From an optimization exercise on the open Yosys and OpenROAD flow, aimed at small area and a short achievable clock period; shortcuts taken in it are not production practice.

==> xenon: inputs <==
==> flow/design.v <==
module alu_dec (
        input  logic [2:0] func_code,
        input  logic [3:0] n,
        output logic       sub,
        output logic       ya,
        output logic       ys,
        output logic [3:0] k,
        output logic [3:0] s1,
        output logic [2:0] s2
    );
    wire arith = (func_code[2:1] == 2'b00);
    assign sub = (func_code == 6'd1);
    assign ya  = (func_code == 6'd0);
    assign ys  = sub;
    always_comb begin
        case (func_code)
            6'd4: k = 4'b0110;
            6'd5: k = 4'b1000;
            6'd6:  k = 4'b1110;
            6'd7: k = 4'b0011;
            default: k = arith ? 4'b1100 : 4'b0000;
        endcase
    end
    wire rot = (func_code[2:1] == 2'b01);
    logic [3:0] m;
    always_comb begin
        if (n >= 4'd12) m = 4'd0;
        else if (func_code[0] && n != 4'd0) m = 4'd12 - n;
        else m = n;
    end
    wire rot_zero = n[3] & n[2] & (n[1] | n[0]);
    assign s1 = 4'b0001 << m[1:0];
    assign s2 = (rot && !rot_zero) ? (3'b001 << m[3:2]) : 3'b000;
endmodule
module alu_mux4 (
        input  logic [3:0] d,
        input  logic [3:0] s,
        output logic       y
    );
    assign y = |(d & s);
endmodule
module alu_bit (
        input  logic       a,
        input  logic       b,
        input  logic [3:0] k,
        input  logic [2:0] r,
        input  logic [2:0] s2,
        input  logic       ya,
        input  logic       ys,
        output logic       x,
        output logic       y,
        output logic       d
    );
    assign x = k[{a, b}] | (|(r & s2));
    assign y = (b & ya) | (~b & ys);
    assign d = a ^ b;
endmodule
module alu_pre (
        input  logic [11:0] a_in,
        input  logic [11:0] b_in,
        input  logic        carry_in,
        input  logic [2:0]  func_code,
        output logic [11:0] x,
        output logic [11:0] y,
        output logic        c,
        output logic        sub,
        output logic        equ
    );
    wire ya, ys;
    wire [3:0] k, s1;
    wire [2:0] s2;
    alu_dec dec (
        .func_code(func_code), .n(b_in[3:0]), .sub(sub), .ya(ya), .ys(ys),
        .k(k), .s1(s1), .s2(s2)
    );
    wire [11:0] r, d;
    genvar i;
    generate
        for (i = 0; i < 12; i++) begin : bits
            alu_mux4 m1 (
                .d({a_in[(i + 9) % 12], a_in[(i + 10) % 12], a_in[(i + 11) % 12], a_in[i]}),
                .s(s1), .y(r[i])
            );
        end
        for (i = 0; i < 12; i++) begin : outs
            alu_bit bo (
                .a(a_in[i]), .b(b_in[i]), .k(k),
                .r({r[(i + 4) % 12], r[(i + 8) % 12], r[i]}), .s2(s2),
                .ya(ya), .ys(ys), .x(x[i]), .y(y[i]), .d(d[i])
            );
        end
    endgenerate
    assign c = (carry_in & ya) | (~carry_in & ys);
    assign equ = ~(|d);
endmodule
module pfx_ks (input logic [12:0] g, input logic [12:0] p, output logic [12:0] c);
    wire g0_0 = g[0]; wire p0_0 = p[0];
    wire g1_0 = g[1]; wire p1_0 = p[1];
    wire g2_0 = g[2]; wire p2_0 = p[2];
    wire g3_0 = g[3]; wire p3_0 = p[3];
    wire g4_0 = g[4]; wire p4_0 = p[4];
    wire g5_0 = g[5]; wire p5_0 = p[5];
    wire g6_0 = g[6]; wire p6_0 = p[6];
    wire g7_0 = g[7]; wire p7_0 = p[7];
    wire g8_0 = g[8]; wire p8_0 = p[8];
    wire g9_0 = g[9]; wire p9_0 = p[9];
    wire g10_0 = g[10]; wire p10_0 = p[10];
    wire g11_0 = g[11]; wire p11_0 = p[11];
    wire g12_0 = g[12]; wire p12_0 = p[12];
    wire g1_1 = g1_0 | (p1_0 & g0_0);
    wire p1_1 = p1_0 & p0_0;
    wire g2_1 = g2_0 | (p2_0 & g1_1);
    wire p2_1 = p2_0 & p1_1;
    wire g3_1 = g3_0 | (p3_0 & g2_1);
    wire p3_1 = p3_0 & p2_1;
    wire g4_1 = g4_0 | (p4_0 & g3_1);
    wire p4_1 = p4_0 & p3_1;
    wire g5_1 = g5_0 | (p5_0 & g4_1);
    wire p5_1 = p5_0 & p4_1;
    wire g6_1 = g6_0 | (p6_0 & g5_1);
    wire p6_1 = p6_0 & p5_1;
    wire g7_1 = g7_0 | (p7_0 & g6_1);
    wire p7_1 = p7_0 & p6_1;
    wire g8_1 = g8_0 | (p8_0 & g7_1);
    wire p8_1 = p8_0 & p7_1;
    wire g9_1 = g9_0 | (p9_0 & g8_1);
    wire p9_1 = p9_0 & p8_1;
    wire g10_1 = g10_0 | (p10_0 & g9_1);
    wire p10_1 = p10_0 & p9_1;
    wire g11_1 = g11_0 | (p11_0 & g10_1);
    wire p11_1 = p11_0 & p10_1;
    wire g12_1 = g12_0 | (p12_0 & g11_1);
    wire p12_1 = p12_0 & p11_1;
    wire g2_2 = g2_1 | (p2_1 & g0_0);
    wire p2_2 = p2_1 & p0_0;
    wire g3_2 = g3_1 | (p3_1 & g1_1);
    wire p3_2 = p3_1 & p1_1;
    wire g4_2 = g4_1 | (p4_1 & g2_2);
    wire p4_2 = p4_1 & p2_2;
    wire g5_2 = g5_1 | (p5_1 & g3_2);
    wire p5_2 = p5_1 & p3_2;
    wire g6_2 = g6_1 | (p6_1 & g4_2);
    wire p6_2 = p6_1 & p4_2;
    wire g7_2 = g7_1 | (p7_1 & g5_2);
    wire p7_2 = p7_1 & p5_2;
    wire g8_2 = g8_1 | (p8_1 & g6_2);
    wire p8_2 = p8_1 & p6_2;
    wire g9_2 = g9_1 | (p9_1 & g7_2);
    wire p9_2 = p9_1 & p7_2;
    wire g10_2 = g10_1 | (p10_1 & g8_2);
    wire p10_2 = p10_1 & p8_2;
    wire g11_2 = g11_1 | (p11_1 & g9_2);
    wire p11_2 = p11_1 & p9_2;
    wire g12_2 = g12_1 | (p12_1 & g10_2);
    wire p12_2 = p12_1 & p10_2;
    wire g4_3 = g4_2 | (p4_2 & g0_0);
    wire p4_3 = p4_2 & p0_0;
    wire g5_3 = g5_2 | (p5_2 & g1_1);
    wire p5_3 = p5_2 & p1_1;
    wire g6_3 = g6_2 | (p6_2 & g2_2);
    wire p6_3 = p6_2 & p2_2;
    wire g7_3 = g7_2 | (p7_2 & g3_2);
    wire p7_3 = p7_2 & p3_2;
    wire g8_3 = g8_2 | (p8_2 & g4_3);
    wire p8_3 = p8_2 & p4_3;
    wire g9_3 = g9_2 | (p9_2 & g5_3);
    wire p9_3 = p9_2 & p5_3;
    wire g10_3 = g10_2 | (p10_2 & g6_3);
    wire p10_3 = p10_2 & p6_3;
    wire g11_3 = g11_2 | (p11_2 & g7_3);
    wire p11_3 = p11_2 & p7_3;
    wire g12_3 = g12_2 | (p12_2 & g8_3);
    wire p12_3 = p12_2 & p8_3;
    wire g8_4 = g8_3 | (p8_3 & g0_0);
    wire p8_4 = p8_3 & p0_0;
    wire g9_4 = g9_3 | (p9_3 & g1_1);
    wire p9_4 = p9_3 & p1_1;
    wire g10_4 = g10_3 | (p10_3 & g2_2);
    wire p10_4 = p10_3 & p2_2;
    wire g11_4 = g11_3 | (p11_3 & g3_2);
    wire p11_4 = p11_3 & p3_2;
    wire g12_4 = g12_3 | (p12_3 & g4_3);
    wire p12_4 = p12_3 & p4_3;
    assign c[0] = g0_0;
    assign c[1] = g1_1;
    assign c[2] = g2_2;
    assign c[3] = g3_2;
    assign c[4] = g4_3;
    assign c[5] = g5_3;
    assign c[6] = g6_3;
    assign c[7] = g7_3;
    assign c[8] = g8_4;
    assign c[9] = g9_4;
    assign c[10] = g10_4;
    assign c[11] = g11_4;
    assign c[12] = g12_4;
endmodule
module alu_pg (
        input  logic a,
        input  logic b,
        output logic p,
        output logic g
    );
    assign p = a ^ b;
    assign g = a & b;
endmodule
module alu_post (
        input  logic [11:0] x,
        input  logic [11:0] y,
        input  logic        c,
        input  logic        sub,
        output logic [11:0] s,
        output logic        carry_out,
        output logic        overflow_out
    );
    wire [11:0] p, g;
    wire [12:0] cy;
    genvar i;
    generate
        for (i = 0; i < 12; i++) begin : bits
            alu_pg pg (.a(x[i]), .b(y[i]), .p(p[i]), .g(g[i]));
        end
    endgenerate
    pfx_ks carries (.g({g, c}), .p({p, 1'b0}), .c(cy));
    assign s = p ^ cy[11:0];
    assign carry_out = cy[12] ^ sub;
    assign overflow_out = ~p[11] & (cy[11] ^ x[11]);
endmodule
module alu_top (
        input  logic        clk,
        input  logic [11:0] a_in,
        input  logic [11:0] b_in,
        input  logic        carry_in,
        input  logic [2:0]  func_code,
        output logic [11:0] a_out,
        output logic        carry_out,
        output logic        equ_out,
        output logic        overflow_out
    );
    wire  [11:0] x_d, y_d;
    wire         c_d, sub_d, equ_d;
    logic [11:0] x_q, y_q;
    logic        c_q, sub_q, equ_q;
    alu_pre pre (
        .a_in(a_in), .b_in(b_in), .carry_in(carry_in), .func_code(func_code),
        .x(x_d), .y(y_d), .c(c_d), .sub(sub_d), .equ(equ_d)
    );
    always_ff @(posedge clk) begin
        x_q   <= x_d;
        y_q   <= y_d;
        c_q   <= c_d;
        sub_q <= sub_d;
        equ_q <= equ_d;
    end
    wire [11:0] res;
    wire        res_carry, res_overflow;
    alu_post post (
        .x(x_q), .y(y_q), .c(c_q), .sub(sub_q),
        .s(res), .carry_out(res_carry), .overflow_out(res_overflow)
    );
    always_ff @(posedge clk) begin
        a_out        <= res;
        carry_out    <= res_carry;
        equ_out      <= equ_q;
        overflow_out <= res_overflow;
    end
endmodule
==> flow/flow/run.sh <==
#!/bin/bash
# Own layout flow: the standard ORFS flow (standard.sh), unchanged synthesis,
# with the port buffers inserted as plain buffers (BUF_CELL) instead of the
# delay cells that buffer_ports picks by default. Each step's output goes to
# a log file in the work folder; ORFS's own logs stay under orfs/logs.
set -euo pipefail
BUF_CELL=${BUF_CELL:-sky130_fd_sc_hd__buf_1}
bash standard.sh synth > synth.log 2>&1
bash standard.sh "BUFFER_PORTS_ARGS=-buffer_cell $BUF_CELL" finish > layout.log 2>&1
==> flow/standard.sh <==
#!/bin/bash
# synth_recipe.tcl (not shown) runs the flow's synth.tcl, then flattens the netlist and writes it again
# the make line also repeats each setting of config.mk as NAME=value (left out here)
make -C /OpenROAD-flow-scripts/flow DESIGN_CONFIG=/design/flow/config.mk WORK_HOME=/design/flow/orfs CLKGATE_MAP_FILE= SYNTH_SCRIPT=/design/flow/synth_recipe.tcl "${@:-finish}"
==> flow/config.mk <==
export PLATFORM = sky130hd
export DESIGN_NAME = alu_top
export DESIGN_NICKNAME = alu_top
export VERILOG_FILES = /design/flow/design.v
export SDC_FILE = /design/flow/constraint.sdc
export NUM_CORES = 4
export LEC_CHECK = 0
export CAP_MARGIN = 20
export CORE_MARGIN = 2
export CORE_UTILIZATION = 40
export SLEW_MARGIN = 20
export SYNTH_HIERARCHICAL = 1
==> flow/constraint.sdc <==
create_clock -name core_clock -period 4.0 [get_ports {clk}]
set_input_delay 0.8000 -clock core_clock [delete_from_list [all_inputs] [get_ports {clk}]]
set_output_delay 0.8000 -clock core_clock [all_outputs]
set_load 0.01 [all_outputs]
==> inputs of sierra, as changes to xenon <==
--- a/flow/design.v
+++ b/flow/design.v
@@ -1,12 +1,40 @@
-module alu_dec (
-        input  logic [2:0] func_code,
-        input  logic [3:0] n,
-        output logic       sub,
-        output logic       ya,
-        output logic       ys,
-        output logic [3:0] k,
-        output logic [3:0] s1,
-        output logic [2:0] s2
-    );
+module alu_mux4 (
+        input  logic [3:0] d,
+        input  logic [3:0] s,
+        output logic       y
+    );
+    assign y = |(d & s);
+endmodule
+module alu_bit (
+        input  logic       a,
+        input  logic       b,
+        input  logic [3:0] k,
+        input  logic [2:0] r,
+        input  logic [2:0] s2,
+        input  logic       ya,
+        input  logic       ys,
+        output logic       x,
+        output logic       y,
+        output logic       d
+    );
+    assign x = k[{a, b}] | (|(r & s2));
+    assign y = (b & ya) | (~b & ys);
+    assign d = a ^ b;
+endmodule
+module alu_pre (
+        input  logic [11:0] a_in,
+        input  logic [11:0] b_in,
+        input  logic        carry_in,
+        input  logic [2:0]  func_code,
+        output logic [11:0] x,
+        output logic [11:0] y,
+        output logic        c,
+        output logic        sub,
+        output logic        equ
+    );
+    wire ya, ys;
+    logic [3:0] k, s1;
+    logic [2:0] s2;
+    wire [3:0] n = b_in[3:0];
     wire arith = (func_code[2:1] == 2'b00);
     assign sub = (func_code == 6'd1);
@@ -22,56 +50,28 @@
         endcase
     end
-    wire rot = (func_code[2:1] == 2'b01);
-    logic [3:0] m;
+    wire       rot = (func_code[2:1] == 2'b01);
+    wire       dir = func_code[0];
+    wire [1:0] q = n[3:2];
+    wire [1:0] nr = n[1:0];
+    wire       nz = |nr;
+    wire [1:0] r1 = {nr[1] ^ (dir & nr[0]), nr[0]};
+    logic [1:0] q1;
     always_comb begin
-        if (n >= 4'd12) m = 4'd0;
-        else if (func_code[0] && n != 4'd0) m = 4'd12 - n;
-        else m = n;
-    end
-    wire rot_zero = n[3] & n[2] & (n[1] | n[0]);
-    assign s1 = 4'b0001 << m[1:0];
-    assign s2 = (rot && !rot_zero) ? (3'b001 << m[3:2]) : 3'b000;
-endmodule
-module alu_mux4 (
-        input  logic [3:0] d,
-        input  logic [3:0] s,
-        output logic       y
-    );
-    assign y = |(d & s);
-endmodule
-module alu_bit (
-        input  logic       a,
-        input  logic       b,
-        input  logic [3:0] k,
-        input  logic [2:0] r,
-        input  logic [2:0] s2,
-        input  logic       ya,
-        input  logic       ys,
-        output logic       x,
-        output logic       y,
-        output logic       d
-    );
-    assign x = k[{a, b}] | (|(r & s2));
-    assign y = (b & ya) | (~b & ys);
-    assign d = a ^ b;
-endmodule
-module alu_pre (
-        input  logic [11:0] a_in,
-        input  logic [11:0] b_in,
-        input  logic        carry_in,
-        input  logic [2:0]  func_code,
-        output logic [11:0] x,
-        output logic [11:0] y,
-        output logic        c,
-        output logic        sub,
-        output logic        equ
-    );
-    wire ya, ys;
-    wire [3:0] k, s1;
-    wire [2:0] s2;
-    alu_dec dec (
-        .func_code(func_code), .n(b_in[3:0]), .sub(sub), .ya(ya), .ys(ys),
-        .k(k), .s1(s1), .s2(s2)
-    );
+        case ({dir, nz, q})
+            4'b0000, 4'b0100: q1 = 2'd0;
+            4'b0001, 4'b0101: q1 = 2'd1;
+            4'b0010, 4'b0110: q1 = 2'd2;
+            4'b1000: q1 = 2'd0;
+            4'b1001: q1 = 2'd2;
+            4'b1010: q1 = 2'd1;
+            4'b1100: q1 = 2'd2;
+            4'b1101: q1 = 2'd1;
+            4'b1110: q1 = 2'd0;
+            default: q1 = 2'd0;    
+        endcase
+    end
+    wire rot_zero = (q == 2'd3) & nz;
+    assign s1 = 4'b0001 << r1;
+    assign s2 = (rot && !rot_zero) ? (3'b001 << q1) : 3'b000;
     wire [11:0] r, d;
     genvar i;
SETUP_SLACK_MARGIN = 2.4   (was unset)
==> inputs of nickel, as changes to xenon <==
--- a/flow/design.v
+++ b/flow/design.v
@@ -1,12 +1,40 @@
-module alu_dec (
-        input  logic [2:0] func_code,
-        input  logic [3:0] n,
-        output logic       sub,
-        output logic       ya,
-        output logic       ys,
-        output logic [3:0] k,
-        output logic [3:0] s1,
-        output logic [2:0] s2
-    );
+module alu_mux4 (
+        input  logic [3:0] d,
+        input  logic [3:0] s,
+        output logic       y
+    );
+    assign y = |(d & s);
+endmodule
+module alu_bit (
+        input  logic       a,
+        input  logic       b,
+        input  logic [3:0] k,
+        input  logic [2:0] r,
+        input  logic [2:0] s2,
+        input  logic       ya,
+        input  logic       ys,
+        output logic       x,
+        output logic       y,
+        output logic       d
+    );
+    assign x = k[{a, b}] | (|(r & s2));
+    assign y = (b & ya) | (~b & ys);
+    assign d = a ^ b;
+endmodule
+module alu_pre (
+        input  logic [11:0] a_in,
+        input  logic [11:0] b_in,
+        input  logic        carry_in,
+        input  logic [2:0]  func_code,
+        output logic [11:0] x,
+        output logic [11:0] y,
+        output logic        c,
+        output logic        sub,
+        output logic        equ
+    );
+    wire ya, ys;
+    logic [3:0] k, s1;
+    logic [2:0] s2;
+    wire [3:0] n = b_in[3:0];
     wire arith = (func_code[2:1] == 2'b00);
     assign sub = (func_code == 6'd1);
@@ -22,56 +50,28 @@
         endcase
     end
-    wire rot = (func_code[2:1] == 2'b01);
-    logic [3:0] m;
+    wire       rot = (func_code[2:1] == 2'b01);
+    wire       dir = func_code[0];
+    wire [1:0] q = n[3:2];
+    wire [1:0] nr = n[1:0];
+    wire       nz = |nr;
+    wire [1:0] r1 = {nr[1] ^ (dir & nr[0]), nr[0]};
+    logic [1:0] q1;
     always_comb begin
-        if (n >= 4'd12) m = 4'd0;
-        else if (func_code[0] && n != 4'd0) m = 4'd12 - n;
-        else m = n;
-    end
-    wire rot_zero = n[3] & n[2] & (n[1] | n[0]);
-    assign s1 = 4'b0001 << m[1:0];
-    assign s2 = (rot && !rot_zero) ? (3'b001 << m[3:2]) : 3'b000;
-endmodule
-module alu_mux4 (
-        input  logic [3:0] d,
-        input  logic [3:0] s,
-        output logic       y
-    );
-    assign y = |(d & s);
-endmodule
-module alu_bit (
-        input  logic       a,
-        input  logic       b,
-        input  logic [3:0] k,
-        input  logic [2:0] r,
-        input  logic [2:0] s2,
-        input  logic       ya,
-        input  logic       ys,
-        output logic       x,
-        output logic       y,
-        output logic       d
-    );
-    assign x = k[{a, b}] | (|(r & s2));
-    assign y = (b & ya) | (~b & ys);
-    assign d = a ^ b;
-endmodule
-module alu_pre (
-        input  logic [11:0] a_in,
-        input  logic [11:0] b_in,
-        input  logic        carry_in,
-        input  logic [2:0]  func_code,
-        output logic [11:0] x,
-        output logic [11:0] y,
-        output logic        c,
-        output logic        sub,
-        output logic        equ
-    );
-    wire ya, ys;
-    wire [3:0] k, s1;
-    wire [2:0] s2;
-    alu_dec dec (
-        .func_code(func_code), .n(b_in[3:0]), .sub(sub), .ya(ya), .ys(ys),
-        .k(k), .s1(s1), .s2(s2)
-    );
+        case ({dir, nz, q})
+            4'b0000, 4'b0100: q1 = 2'd0;
+            4'b0001, 4'b0101: q1 = 2'd1;
+            4'b0010, 4'b0110: q1 = 2'd2;
+            4'b1000: q1 = 2'd0;
+            4'b1001: q1 = 2'd2;
+            4'b1010: q1 = 2'd1;
+            4'b1100: q1 = 2'd2;
+            4'b1101: q1 = 2'd1;
+            4'b1110: q1 = 2'd0;
+            default: q1 = 2'd0;    
+        endcase
+    end
+    wire rot_zero = (q == 2'd3) & nz;
+    assign s1 = 4'b0001 << r1;
+    assign s2 = (rot && !rot_zero) ? (3'b001 << q1) : 3'b000;
     wire [11:0] r, d;
     genvar i;
SETUP_SLACK_MARGIN = 1.8   (was unset)
TNS_END_PERCENT = 5   (was unset)
==> flow_metrics.env <==
export IMPL_status="no timing/DRC/antenna violations"
export IMPL_max_stage_delay_ns=0.37
export IMPL_syn2layout_area_growth_pct=36.2
export IMPL_synthCells=240
export IMPL_grtUsageMet1=0.248
export IMPL_critPathLaunchType="input port"
export IMPL_timing_hold_ws_ns=0.332
export IMPL_gr_usage_met2=0.298
export IMPL_drt_met1_wl_um=2680
export IMPL_cp_required_ns=4.17
export IMPL_final_cells=377
(the above is from sierra)
==> flow_metrics.env <==
export IMPL_status="no timing/DRC/antenna violations"
export IMPL_timing_hold_ws_ns=0.336
export IMPL_gr_usage_met2=0.283
export IMPL_critPathLaunchType="input port"
export IMPL_syn2layout_area_growth_pct=10.6
export IMPL_max_stage_delay_ns=0.73
export IMPL_top_usage_layer="met2"
export IMPL_synthCells=250
export IMPL_drt_met1_wl_um=2530
export IMPL_grtUsageMet1=0.224
(the above is from xenon)
==> flow_metrics.env <==
export IMPL_synthCells=240
export IMPL_drt_met1_wl_um=2560
export IMPL_status="no timing/DRC/antenna violations"
export IMPL_syn2layout_area_growth_pct=12.2
export IMPL_cp_required_ns=4.19
export IMPL_final_cells=356
export IMPL_critPathLaunchType="flip-flop"
export IMPL_use_met3=0.0336
export IMPL_post_route_min_period_ns=2.16
export IMPL_gp_congestion=0.931
export IMPL_gr_usage_met2=0.263
export IMPL_max_stage_delay_ns=0.40
export IMPL_crit_path_top_delay_cell="a311o_1"
(the above is from nickel)
No functional check of the RTL was part of any run of this note.

## re-timing with driven ports
How much do the figures lean on ideal ports? The routed layouts below were timed once more, with nothing changed but the port constraints.
Step 1 assumes that a clkbuf_16 drives the clock port and a buf_2 every other input.
Step 2 moves the port delays by t, midway between the first and last clock arrival at a register: inputs arrive t later, outputs are due t later. That takes back most of the time a late clock gives input paths.
Three values: ideal, step 1, step 2; two values: the first two.
run | t (ns) | slack for setup (ns) | slew at the worst register clock pin (ns) | pins driven straight from the clock port
xenon | 0.310 | 1.099 / 1.104 / 0.793 | 0.07 / 0.07 | 1
sierra | 0.317 | 2.086 / 2.060 / 1.743 | 0.08 / 0.08 | 1
nickel | 0.313 | 1.837 / 1.837 / 1.529 | 0.08 / 0.08 | 1
After both steps setup and hold are still met in every run listed. The setup slack of sierra, which loses most, moves by -0.026 ns with the drivers and by -0.343 ns with both steps.
